This design comes from an exercise in tuning for small area on the open sky130 flow, not from production work. Only simulation tests tie the RTL to the original design; equivalence was not proved. The flow treats the clock pin as an ideal source, which a real chip does not have. Power figures rest on the tool's default switching activity, not on a simulated workload.

// sent_tx
module sent_tx(
	input clk,
	input reset,
	input enable,
	input channel_format,  
	input optional_pause,
	input config_bit,
	input [3:0] id_4bit,
	input [7:0] id_8bit,
	input [11:0] data_12bit,
	input [15:0] data_16bit,
	input [7:0] data_short,
	input [2:0] fast_format,
	input [15:0] data_f1,
	input [11:0] data_f2,
	output reg data_pulse,
	output busy
	);
	localparam IDLE = 2'd0;
	localparam SYNC = 2'd1;
	localparam NIB = 2'd2;
	localparam PAUSE = 2'd3;
	function [3:0] crc4_t;
		input [3:0] v;
		integer i;
		begin
			crc4_t = v;
			for (i = 0; i < 4; i = i + 1)
				crc4_t = {crc4_t[2:0], 1'b0} ^ (crc4_t[3] ? 4'b1101 : 4'b0000);
		end
	endfunction
	reg [1:0] tcnt;
	reg ticks;
	always @(posedge clk or posedge reset) begin
		if (reset) begin
			tcnt <= 0;
			ticks <= 0;
		end
		else begin
			tcnt <= tcnt + 1'b1;
			ticks <= (tcnt == 2'd3);
		end
	end
	reg [1:0] state;
	reg pulse_done;
	reg [8:0] fcnt;        
	reg [3:0] pcnt;        
	reg [3:0] nib;         
	reg [2:0] rem;         
	reg [4:0] frame;
	reg ser_fmt;
	reg [7:0] secure_count;
	reg [3:0] crc_fast;
	reg [23:0] fdata;
	reg st;                
	reg [11:0] s2;         
	reg [11:0] b3;         
  ...
Settings: LEC_CHECK=0, CAP_MARGIN=0, CORE_MARGIN=2, CORE_UTILIZATION=60, SLEW_MARGIN=0; clock period 10.0 ns.
standard.sh (not shown) runs the stock make flow with config.mk's settings and CLKGATE_MAP_FILE= SYNTH_SCRIPT=/design/flow/synth_recipe.tcl, a recipe that flattens the netlist after the stock synthesis.
==> flow/flow/run.sh <==
#!/bin/bash
# The standard layout (standard.sh) with three changes:
#  - synthesis maps the logic with the area-oriented ABC script flow/abc_area.script
#    (a copy of ORFS's scripts folder in which only abc_speed.script is replaced);
#  - the port buffers use the smallest buffer cell;
#  - the clock tree uses clkbuf_8 buffers and no dummy loads.
set -euo pipefail
here=$(pwd)
rm -rf "$here/orfs_scripts"
cp -r "$FLOW_HOME/scripts" "$here/orfs_scripts"
cp "$here/flow/abc_area.script" "$here/orfs_scripts/abc_speed.script"
bash standard.sh "SCRIPTS_DIR=$here/orfs_scripts" synth > synth.log 2>&1
bash standard.sh \
  "BUFFER_PORTS_ARGS=-buffer_cell sky130_fd_sc_hd__buf_1" \
  "CTS_ARGS=-sink_clustering_enable -repair_clock_nets -dont_use_dummy_load -buf_list sky130_fd_sc_hd__clkbuf_8 -root_buf sky130_fd_sc_hd__clkbuf_8 -sink_buffer_max_cap_derate 1.0 -sink_clustering_size 30" \
  finish > layout.log 2>&1
==> flow/flow/abc_area.script <==
strash
&get -n
&fraig -x
&put
scorr
dc2
strash
&get -n
&deepsyn -T 60
&dch -f
&nf -R 1000
&put
dnsize -c
Rerun with:
--- a/flow/flow/run.sh
+++ b/flow/flow/run.sh
@@ -15 +15 @@
-  "CTS_ARGS=-sink_clustering_enable -repair_clock_nets -dont_use_dummy_load -buf_list sky130_fd_sc_hd__clkbuf_8 -root_buf sky130_fd_sc_hd__clkbuf_8 -sink_buffer_max_cap_derate 1.0 -sink_clustering_size 30" \
+  "CTS_ARGS=-sink_clustering_enable -repair_clock_nets -dont_use_dummy_load -buf_list sky130_fd_sc_hd__clkbuf_8 -root_buf sky130_fd_sc_hd__clkbuf_8" \
Result:
- The changed run ran to the end with no violations
- routed wire length is unchanged
- power stays the same
- register-to-register slack barely changes
- core utilization is unchanged
- design area stays the same
- hold slack is unchanged
- final cell count is unchanged
- via count is unchanged
Rerun with:
==> flow/run.sh (new file) <==
#!/bin/bash
# synth_recipe.tcl (not shown) runs the flow's synth.tcl, then flattens the netlist and writes it again
# the make line also repeats each setting of config.mk as NAME=value (left out here)
make -C /OpenROAD-flow-scripts/flow DESIGN_CONFIG=/design/flow/config.mk WORK_HOME=/design/flow/orfs CLKGATE_MAP_FILE= SYNTH_SCRIPT=/design/flow/synth_recipe.tcl finish
removed: flow/flow/run.sh
removed: flow/flow/abc_area.script
removed: flow/standard.sh
Effect:
- worst setup slack is better by 0.46 ns
- critical path depth drops by 5
- routed wire length went up by about 21%
- cell area went up by 28%
- die area came out higher by 21%
Rerun with:
==> flow/flow/run.sh (new file) <==
#!/bin/bash
# The standard layout (standard.sh) with three changes:
#  - synthesis maps the logic with the area-oriented ABC script flow/abc_area.script
#    (a copy of ORFS's scripts folder in which only abc_speed.script is replaced);
#  - the port buffers use the smallest buffer cell;
#  - the clock tree uses clkbuf_8 buffers and no dummy loads.
set -euo pipefail
here=$(pwd)
rm -rf "$here/orfs_scripts"
cp -r "$FLOW_HOME/scripts" "$here/orfs_scripts"
cp "$here/flow/abc_area.script" "$here/orfs_scripts/abc_speed.script"
bash standard.sh "SCRIPTS_DIR=$here/orfs_scripts" synth > synth.log 2>&1
bash standard.sh \
  "BUFFER_PORTS_ARGS=-buffer_cell sky130_fd_sc_hd__buf_1" \
  "CTS_ARGS=-sink_clustering_enable -repair_clock_nets -dont_use_dummy_load -buf_list sky130_fd_sc_hd__clkbuf_16 -root_buf sky130_fd_sc_hd__clkbuf_8 -sink_buffer_max_cap_derate 1.0 -sink_clustering_size 50" \
  finish > layout.log 2>&1
==> flow/flow/abc_area.script (new file) <==
strash
&get -n
&fraig -x
&put
scorr
dc2
strash
&get -n
&deepsyn -T 60
&dch -f
&nf -R 1000
&put
dnsize -c
==> flow/standard.sh (new file) <==
#!/bin/bash
# synth_recipe.tcl (not shown) runs the flow's synth.tcl, then flattens the netlist and writes it again
# the make line also repeats each setting of config.mk as NAME=value (left out here)
make -C /OpenROAD-flow-scripts/flow DESIGN_CONFIG=/design/flow/config.mk WORK_HOME=/design/flow/orfs CLKGATE_MAP_FILE= SYNTH_SCRIPT=/design/flow/synth_recipe.tcl "${@:-finish}"
removed: flow/run.sh
=> Non-clock buffer count drops by 2; register-to-register slack gets worse by 0.99 ns; critical path depth increases by 5; clock power goes down by about a fifth.

alpha:
sent_tx again, from the RTL that the note above started with.
export LEC_CHECK = 0
export CAP_MARGIN = 0
export CORE_MARGIN = 2
export CORE_UTILIZATION = 60
export SLEW_MARGIN = 0
create_clock -name core_clock -period 10.0 [get_ports {clk}]
==> flow/flow/run.sh <==
#!/bin/bash
# The standard layout (standard.sh) with three changes:
#  - synthesis maps the logic with the area-oriented ABC script flow/abc_area.script
#    (a copy of ORFS's scripts folder in which only abc_speed.script is replaced);
#  - the port buffers use the smallest buffer cell;
#  - the clock tree uses clkbuf_8 buffers and no dummy loads, and flow/post_cts.tcl
#    then downsizes the root buffer and the leaf buffers with small fanout.
set -euo pipefail
here=$(pwd)
rm -rf "$here/orfs_scripts"
cp -r "$FLOW_HOME/scripts" "$here/orfs_scripts"
cp "$here/flow/abc_area.script" "$here/orfs_scripts/abc_speed.script"
bash standard.sh "SCRIPTS_DIR=$here/orfs_scripts" synth > synth.log 2>&1
bash standard.sh \
  "BUFFER_PORTS_ARGS=-buffer_cell sky130_fd_sc_hd__buf_1" \
  "CTS_ARGS=-sink_clustering_enable -repair_clock_nets -dont_use_dummy_load -buf_list sky130_fd_sc_hd__clkbuf_8 -root_buf sky130_fd_sc_hd__clkbuf_8" \
  "POST_CTS_TCL=$here/flow/post_cts.tcl" \
  finish > layout.log 2>&1
==> flow/flow/abc_area.script <==
strash
&get -n
&fraig -x
&put
scorr
dc2
strash
&get -n
&deepsyn -T 60
&dch -f
&nf -R 1000
&put
dnsize -c
==> flow/flow/post_cts.tcl <==
# After clock tree synthesis: the root clock buffer only drives the eight leaf
# buffers, so it becomes a clkbuf_2; leaf buffers driving at most 11 flip-flops
# become clkbuf_4. Both keep the flip-flop clock slew well under the limit.
foreach inst [[ord::get_db_block] getInsts] {
  set name [$inst getName]
  set master [[$inst getMaster] getName]
  if {$master ne "sky130_fd_sc_hd__clkbuf_8" || ![string match "clkbuf_*_clk" $name]} {
    continue
  }
  set fanout [expr {[llength [[[$inst findITerm X] getNet] getITerms]] - 1}]
  if {$name eq "clkbuf_0_clk"} {
    replace_cell $name sky130_fd_sc_hd__clkbuf_2
  } elseif {$fanout <= 11} {
    replace_cell $name sky130_fd_sc_hd__clkbuf_4
  }
}
estimate_parasitics -placement
Here is what was changed in the inputs of beta compared with alpha.
Settings: changing CORE_UTILIZATION from 60 to 70.
-- flow/flow/run.sh --
<<< alpha, line 6
#  - the clock tree uses clkbuf_8 buffers and no dummy loads, and flow/post_cts.tcl
#    then downsizes the root buffer and the leaf buffers with small fanout.
>>> beta, line 6
#  - the clock tree uses clkbuf_8 buffers and no dummy loads.
<<< alpha, line 17
  "POST_CTS_TCL=$here/flow/post_cts.tcl" \
>>> beta, line 16
removed: flow/flow/post_cts.tcl
Findings:
The worst endpoint required time in beta sits 150 ps below the value recorded for alpha.
Clock skew is higher on alpha
The detailed-route wire length of beta is higher than that of alpha.
Looking at capture point of the critical path, the fdata[2] result is from alpha; the fdata[3] one comes from beta.
Across both runs, relative max-transition margin was higher for beta than for alpha.
Against alpha, beta comes in 1.3 points higher on clock share of power.
When the final numbers for beta and alpha were put side by side, the estimated wirelength of the detail-placed design turned out to be greater in beta.

sent_tx, a different RTL version from the one above (not shown whole).
For scale: roughly 520 cells after synthesis, ~99 flip-flops, ~87 I/O pins, about 5200 µm² of cells after synthesis.
Settings: LEC_CHECK=0, CAP_MARGIN=20, CORE_MARGIN=2, CORE_UTILIZATION=60, SLEW_MARGIN=20; clock period 10.0 ns.
==> flow/flow/run.sh <==
#!/bin/bash
# The standard layout (standard.sh) with three changes:
#  - synthesis maps the logic with the area-oriented ABC script flow/abc_area.script
#    (a copy of ORFS's scripts folder in which only abc_speed.script is replaced);
#  - the port buffers use the smallest buffer cell;
#  - the clock tree uses clkbuf_8 buffers and no dummy loads.
set -euo pipefail
here=$(pwd)
rm -rf "$here/orfs_scripts"
cp -r "$FLOW_HOME/scripts" "$here/orfs_scripts"
cp "$here/flow/abc_area.script" "$here/orfs_scripts/abc_speed.script"
bash standard.sh "SCRIPTS_DIR=$here/orfs_scripts" synth > synth.log 2>&1
bash standard.sh \
  "BUFFER_PORTS_ARGS=-buffer_cell sky130_fd_sc_hd__buf_1" \
  "CTS_ARGS=-sink_clustering_enable -repair_clock_nets -dont_use_dummy_load -buf_list sky130_fd_sc_hd__clkbuf_16 -root_buf sky130_fd_sc_hd__clkbuf_8 -sink_clustering_size 40 -sink_clustering_max_diameter 100" \
  finish > layout.log 2>&1
==> flow/flow/abc_area.script <==
strash
&get -n
&fraig -x
&put
scorr
dc2
strash
&get -n
&dch -f
&nf -R 1000
&put
dnsize -c
The starting point ran to the end with no violations.
Edit:
--- a/flow/flow/run.sh
+++ b/flow/flow/run.sh
@@ -14,3 +14,3 @@
   "BUFFER_PORTS_ARGS=-buffer_cell sky130_fd_sc_hd__buf_1" \
-  "CTS_ARGS=-sink_clustering_enable -repair_clock_nets -dont_use_dummy_load -buf_list sky130_fd_sc_hd__clkbuf_16 -root_buf sky130_fd_sc_hd__clkbuf_8 -sink_clustering_size 40 -sink_clustering_max_diameter 100" \
+  "CTS_ARGS=-sink_clustering_enable -repair_clock_nets -dont_use_dummy_load -buf_list sky130_fd_sc_hd__clkbuf_8 -root_buf sky130_fd_sc_hd__clkbuf_8" \
   finish > layout.log 2>&1
==> flow/flow/abc_area.script (replaced) <==
strash
&get -n
&fraig -x
&put
scorr
dc2
strash
&get -n
&dch -f
&nf -R 1000 -p -a
&put
dnsize -c
=> The new run completed without violations; setup slack gets better by 0.061 ns; power rose slightly; worst hold slack degrades by 0.013 ns; synthesized area is about the same; via count decreases slightly; synthesized cell count is unchanged; final cell count stays flat; wire length increases by a few percent; clock power increases slightly.
Edit:
==> flow/flow/abc_area.script (replaced) <==
strash
&get -n
&fraig -x
&put
scorr
dc2
strash
&get -n
&dch -f
&nf -R 1000
&put
dnsize -c
Effect: The changed run passed the timing, DRC and antenna checks; area after synthesis hardly moves; global-route usage is lower by 1.4 points; wire length is lower by 3.3%; worst setup slack is worse by 0.061 ns; final area hardly moves; register-to-register slack barely changes; via count is higher by 0.44%.
Edit:
--- a/flow/flow/run.sh
+++ b/flow/flow/run.sh
@@ -14,3 +14,3 @@
   "BUFFER_PORTS_ARGS=-buffer_cell sky130_fd_sc_hd__buf_1" \
-  "CTS_ARGS=-sink_clustering_enable -repair_clock_nets -dont_use_dummy_load -buf_list sky130_fd_sc_hd__clkbuf_8 -root_buf sky130_fd_sc_hd__clkbuf_8" \
+  "CTS_ARGS=-sink_clustering_enable -repair_clock_nets -dont_use_dummy_load -buf_list sky130_fd_sc_hd__clkbuf_8 -root_buf sky130_fd_sc_hd__clkbuf_8 -sink_clustering_size 25 -sink_clustering_max_diameter 80" \
   finish > layout.log 2>&1
Final area does not change.
Routed wire length stays the same.
Core utilization does not change.
Final cell count does not change.
Hold slack is unchanged.
Combinational power stays flat.
Edit:
--- a/flow/flow/run.sh
+++ b/flow/flow/run.sh
@@ -14,3 +14,3 @@
   "BUFFER_PORTS_ARGS=-buffer_cell sky130_fd_sc_hd__buf_1" \
-  "CTS_ARGS=-sink_clustering_enable -repair_clock_nets -dont_use_dummy_load -buf_list sky130_fd_sc_hd__clkbuf_8 -root_buf sky130_fd_sc_hd__clkbuf_8 -sink_clustering_size 25 -sink_clustering_max_diameter 80" \
+  "CTS_ARGS=-sink_clustering_enable -repair_clock_nets -dont_use_dummy_load -buf_list sky130_fd_sc_hd__clkbuf_8 -root_buf sky130_fd_sc_hd__clkbuf_8" \
   finish > layout.log 2>&1
Settings changed: CAP_MARGIN 20 to 0, GPL_ROUTABILITY_DRIVEN set to 0, GPL_TIMING_DRIVEN set to 0, SLEW_MARGIN 20 to 0.
=>
- The changed run went through all stages and came out clean
- combinational power is higher by about 2%
- total power is higher by 0.75%
- non-clock buffer count is lower by 4

The RTL this note starts from:
==> flow/design.v <==
module sent_tx(
	input clk,
	input reset,
	input enable,
	input channel_format,  
	input optional_pause,
	input config_bit,
	input [3:0] id_4bit,
	input [7:0] id_8bit,
	input [11:0] data_12bit,
	input [15:0] data_16bit,
	input [7:0] data_short,
	input [2:0] fast_format,
	input [15:0] data_f1,
	input [11:0] data_f2,
	output reg data_pulse,
	output busy
	);
	localparam IDLE = 2'd0;
	localparam SYNC = 2'd1;
	localparam NIB = 2'd2;
	localparam PAUSE = 2'd3;
	function [3:0] crc4_t;
		input [3:0] v;
		integer i;
		begin
			crc4_t = v;
			for (i = 0; i < 4; i = i + 1)
				crc4_t = {crc4_t[2:0], 1'b0} ^ (crc4_t[3] ? 4'b1101 : 4'b0000);
		end
	endfunction
	reg [1:0] tcnt;
	reg ticks;
	always @(posedge clk or posedge reset) begin
		if (reset) begin
			tcnt <= 0;
			ticks <= 0;
		end
		else begin
			tcnt <= tcnt + 1'b1;
			ticks <= (tcnt == 2'd3);
		end
	end
	reg [1:0] state;
	reg pulse_done;
	reg [8:0] fcnt;        
	reg [3:0] pcnt;        
	reg [3:0] nib;         
	reg [2:0] rem;         
	reg [4:0] frame;
	reg ser_fmt;
	reg [7:0] secure_count;
	reg [3:0] crc_fast;
	reg [23:0] fdata;
	reg [11:0] s2;         
	reg [11:0] b3;         
	reg [5:0] crc_ser;     
	assign busy = (state != IDLE);
	wire last = ser_fmt ? (frame == 5'd17) : (frame == 5'd15);
	wire crc_phase = ser_fmt ? (frame < 5'd6) : (frame >= 5'd12);
	wire frame_end = pulse_done && ((state == NIB && rem == 3'd0 && !optional_pause) || state == PAUSE);
	wire frame_start = (state == IDLE && enable) || (frame_end && !last);
	always @(posedge clk or posedge reset) begin
		if (reset) begin
			data_pulse <= 1'b1;
		end
		else if (ticks) begin
			if (state == IDLE) data_pulse <= 1'b1;
			else if (state == SYNC) data_pulse <= (fcnt >= 9'd5);
			else data_pulse <= (pcnt >= 4'd5);
		end
	end
	wire pend = (state == SYNC) ? (fcnt == 9'd55) :
		    (state == NIB) ? (pcnt == 4'd11 && nib == 4'd0) :
		    (fcnt == 9'd281);
	always @(posedge clk) begin
		pulse_done <= ticks && (state != IDLE) && pend;
		if (ticks && state != IDLE) begin
			fcnt <= fcnt + 1'b1;
			if (pend) pcnt <= 0;
			else if (pcnt != 4'd11) pcnt <= pcnt + 1'b1;
		end
		if (ticks && state == NIB && pcnt == 4'd11 && nib != 4'd0)
			nib <= nib - 1'b1;
		if (frame_start) fcnt <= 0;
		if (state == SYNC && pulse_done)
			nib <= {ser_fmt ? (crc_phase | b3[11]) : (frame == 5'd0),
				crc_phase ? crc_ser[5] : s2[11], 2'b00};
		if (state == NIB && pulse_done && rem != 3'd0)
			nib <= (rem == 3'd1) ? crc_fast : fdata[23:20];
	end
	always @(posedge clk or posedge reset) begin
		if (reset) begin
			state <= IDLE;
			frame <= 0;
			ser_fmt <= 0;
			secure_count <= 0;
		end
		else begin
			if (frame_start && fast_format == 3'd3) secure_count <= secure_count + 1'b1;
			case (state)
				IDLE: if (enable) begin
					state <= SYNC;
					frame <= 0;
					ser_fmt <= channel_format;
				end
				SYNC: if (pulse_done) state <= NIB;
				NIB: if (pulse_done && rem == 3'd0) begin
					if (optional_pause) state <= PAUSE;
					else if (last) state <= IDLE;
					else begin
						state <= SYNC;
						frame <= frame + 1'b1;
					end
				end
				PAUSE: if (pulse_done) begin
					if (last) state <= IDLE;
					else begin
						state <= SYNC;
						frame <= frame + 1'b1;
					end
				end
			endcase
		end
	end
	always @(posedge clk) begin
		if (frame_start) begin
			crc_fast <= crc4_t(4'b0101);
			case (fast_format)
				3'd1: rem <= 3'd4;
				3'd2: rem <= 3'd5;
				default: rem <= 3'd7;
			endcase
			case (fast_format)
				3'd1: fdata <= {data_f1[11:0], 12'b0};
				3'd2: fdata <= {1'b0, data_f1[11:9], 1'b0, data_f1[8:6], 1'b0, data_f1[5:3], 1'b0, data_f1[2:0], 8'b0};
				3'd3: fdata <= {data_f1[11:0], secure_count, ~data_f1[11:8]};
				3'd4: fdata <= {data_f1[11:0], 12'b0};
				3'd5: fdata <= {data_f1[13:0], data_f2[1:0], data_f2[5:2], data_f2[9:6]};
				3'd6: fdata <= {data_f1[15:0], data_f2[3:0], data_f2[7:4]};
				default: fdata <= {data_f1[11:0], data_f2[3:0], data_f2[7:4], data_f2[11:8]};
			endcase
		end
		else if (state == NIB && pulse_done && rem != 3'd0) begin
			rem <= rem - 1'b1;
			if (rem != 3'd1) begin
				crc_fast <= crc4_t(crc_fast ^ fdata[23:20]);
				fdata <= {fdata[19:0], 4'b0};
			end
		end
	end
	wire calc = ticks && state == SYNC && frame == 5'd0 && fcnt < 9'd12;
	wire [5:0] c6a = {crc_ser[4:0], 1'b0} ^ ((crc_ser[5] ^ s2[11]) ? 6'b011001 : 6'b0);
	wire [5:0] c6b = {c6a[4:0], 1'b0} ^ ((c6a[5] ^ b3[11]) ? 6'b011001 : 6'b0);
	wire [3:0] c4 = {crc_ser[4:2], 1'b0} ^ ((crc_ser[5] ^ s2[11]) ? 4'b1101 : 4'b0);
	always @(posedge clk) begin
		if (state == IDLE && enable) begin
			crc_ser <= channel_format ? 6'b111011 : 6'b001111;
			s2 <= !channel_format ? {id_4bit, data_short} : config_bit ? data_16bit[11:0] : data_12bit;
			b3 <= config_bit ? {1'b0, 1'b1, id_4bit, 1'b0, data_16bit[15:12], 1'b0}
					 : {1'b0, 1'b0, id_8bit[7:4], 1'b0, id_8bit[3:0], 1'b0};
		end
		else if (calc) begin
			s2 <= {s2[10:0], s2[11]};
			b3 <= {b3[10:0], b3[11]};
			crc_ser <= ser_fmt ? c6b : {c4, crc_ser[1:0]};
		end
		else if (state == SYNC && pulse_done) begin
			if (crc_phase) crc_ser <= {crc_ser[4:0], 1'b0};
			else begin
				s2 <= {s2[10:0], s2[11]};
				b3 <= {b3[10:0], b3[11]};
			end
		end
	end
endmodule
make LEC_CHECK=0 CAP_MARGIN=20 CORE_MARGIN=2 CORE_UTILIZATION=40 SLEW_MARGIN=20 finish   # period 10.0 ns
run.sh (not shown) runs the stock make flow with config.mk's settings and CLKGATE_MAP_FILE= SYNTH_SCRIPT=/design/flow/synth_recipe.tcl, a recipe that flattens the netlist after the stock synthesis.
Stock flow here: none of the scripts above is used.
The starting point completed without violations.
Then changed:
==> flow/flow/run.sh (new file) <==
#!/bin/bash
set -euo pipefail
bash standard.sh \
  "BUFFER_PORTS_ARGS=-buffer_cell sky130_fd_sc_hd__buf_1" \
  "CTS_ARGS=-sink_clustering_enable -repair_clock_nets -dont_use_dummy_load -buf_list sky130_fd_sc_hd__clkbuf_8 -root_buf sky130_fd_sc_hd__clkbuf_8 -sink_clustering_size 30" \
  finish > standard_flow.log 2>&1
==> flow/standard.sh (new file) <==
#!/bin/bash
# synth_recipe.tcl (not shown) runs the flow's synth.tcl, then flattens the netlist and writes it again
# the make line also repeats each setting of config.mk as NAME=value (left out here)
make -C /OpenROAD-flow-scripts/flow DESIGN_CONFIG=/design/flow/config.mk WORK_HOME=/design/flow/orfs CLKGATE_MAP_FILE= SYNTH_SCRIPT=/design/flow/synth_recipe.tcl "${@:-finish}"
- CORE_UTILIZATION: 40 -> 60
removed: flow/run.sh
Critical path depth stays the same. Wire length fell by 7.1%. Global-route usage is higher by 6.5 points. Power came out lower by 16%. Core utilization went up by 17 points. Worst setup slack gets better by 490 ps. Via count increases by 1.3%. Sequential share of layout area came out higher by 4.3 points.
Then changed:
==> flow/flow/run.sh (replaced) <==
#!/bin/bash
set -euo pipefail
bash standard.sh "BUFFER_PORTS_ARGS=-buffer_cell sky130_fd_sc_hd__buf_1" finish > standard_flow.log 2>&1
- CORE_UTILIZATION: 60 -> 70
Outcome:
- worst hold slack improves by 18 ps
- design area came out higher by 1.1%
- critical path depth does not change
- register-to-register slack gets worse by 60 ps
- worst setup slack got worse by 80 ps
- sequential power stays flat
- die area came out lower by 14%
- utilization increases by 13 points
- sequential cell count stays the same
Then changed:
- CORE_UTILIZATION: 70 -> 40
The new run produced a clean layout.
Setup slack loses 91 ps.
Hold slack loses 32 ps.
Sequential share of layout area fell by 1.3 points.
Core utilization fell by 33 points.
Wire length rose by 0.78%.
Total power rose by 12%.
Synthesized area stays the same.
Clock-buffer cell count fell by 5.
Cell area rose by 3.2%.
Sequential power barely changes.
Then changed:
==> flow/flow/run.sh (replaced) <==
#!/bin/bash
set -euo pipefail
bash standard.sh \
  "BUFFER_PORTS_ARGS=-buffer_cell sky130_fd_sc_hd__buf_1" \
  "CTS_ARGS=-sink_clustering_enable -repair_clock_nets -dont_use_dummy_load -buf_list sky130_fd_sc_hd__clkbuf_4 -root_buf sky130_fd_sc_hd__clkbuf_8 -sink_clustering_size 12" \
  finish > standard_flow.log 2>&1
- CORE_UTILIZATION: 40 -> 60
Result: Combinational power is lower by about 0.8%; total power is lower by 19%; final area is lower by 4.1%; via count is higher by 1.0%; worst setup slack is better by 170 ps.

==> port drivers added, routing unchanged <==
In the flow no input, the clock included, has a driving cell. The finished layouts below were timed again as built, in two steps.
Step 1 assumes that a clkbuf_16 drives the clock port and a buf_2 every other input.
Step 2 adds t to the input delays and takes it off the output delays; t is the mean of the earliest and latest rising clock arrival at the registers after step 1. Input paths then give back, and output paths get back, about the clock's delay inside the block.
Slacks: no drivers / after step 1 / after step 2; pairs: no drivers / after step 1.
| run | shift t [ns] | setup slack, ns | slew at the worst register clock pin (ns) | worst data-port slew with drivers (ns) |
|---|---|---|---|---|
| the first run of note 1 | 0.382 | 5.151 / 5.160 / 4.779 | 0.10 / 0.10 | 0.04 |
| the second run of note 1 | 0.382 | 5.151 / 5.160 / 4.779 | 0.10 / 0.10 | 0.04 |
| the third run of note 1 | 0.399 | 5.616 / 5.626 / 5.227 | 0.09 / 0.09 | 0.05 |
| the fourth run of note 1 | 0.382 | 5.151 / 5.160 / 4.779 | 0.10 / 0.10 | 0.04 |
| alpha | 0.549 | 5.344 / 5.351 / 4.802 | 0.12 / 0.12 | 0.04 |
| beta | 0.387 | 5.140 / 5.153 / 4.766 | 0.09 / 0.09 | 0.04 |
| the first run of note 3 | 0.379 | 5.856 / 5.869 / 5.490 | 0.10 / 0.10 | 0.03 |
| the second run of note 3 | 0.396 | 5.917 / 5.930 / 5.533 | 0.11 / 0.11 | 0.04 |
| the third run of note 3 | 0.379 | 5.856 / 5.869 / 5.490 | 0.10 / 0.10 | 0.03 |
| the fourth run of note 3 | 0.379 | 5.856 / 5.869 / 5.490 | 0.10 / 0.10 | 0.03 |
| the fifth run of note 3 | 0.376 | 5.231 / 5.244 / 4.868 | 0.10 / 0.10 | 0.04 |
| the first run of note 4 | 0.388 | 5.400 / 5.419 / 5.031 | 0.07 / 0.07 | 0.04 |
| the second run of note 4 | 0.393 | 5.892 / 5.893 / 5.500 | 0.09 / 0.09 | 0.04 |
| the third run of note 4 | 0.391 | 5.812 / 5.822 / 5.432 | 0.10 / 0.10 | 0.03 |
| the fourth run of note 4 | 0.375 | 5.721 / 5.734 / 5.359 | 0.07 / 0.07 | 0.04 |
| the fifth run of note 4 | 0.393 | 5.892 / 5.893 / 5.500 | 0.09 / 0.09 | 0.04 |
After both steps every run listed still meets setup and hold. The setup slack of alpha, which loses most, moves by +0.007 ns with the drivers and by -0.542 ns with both steps.
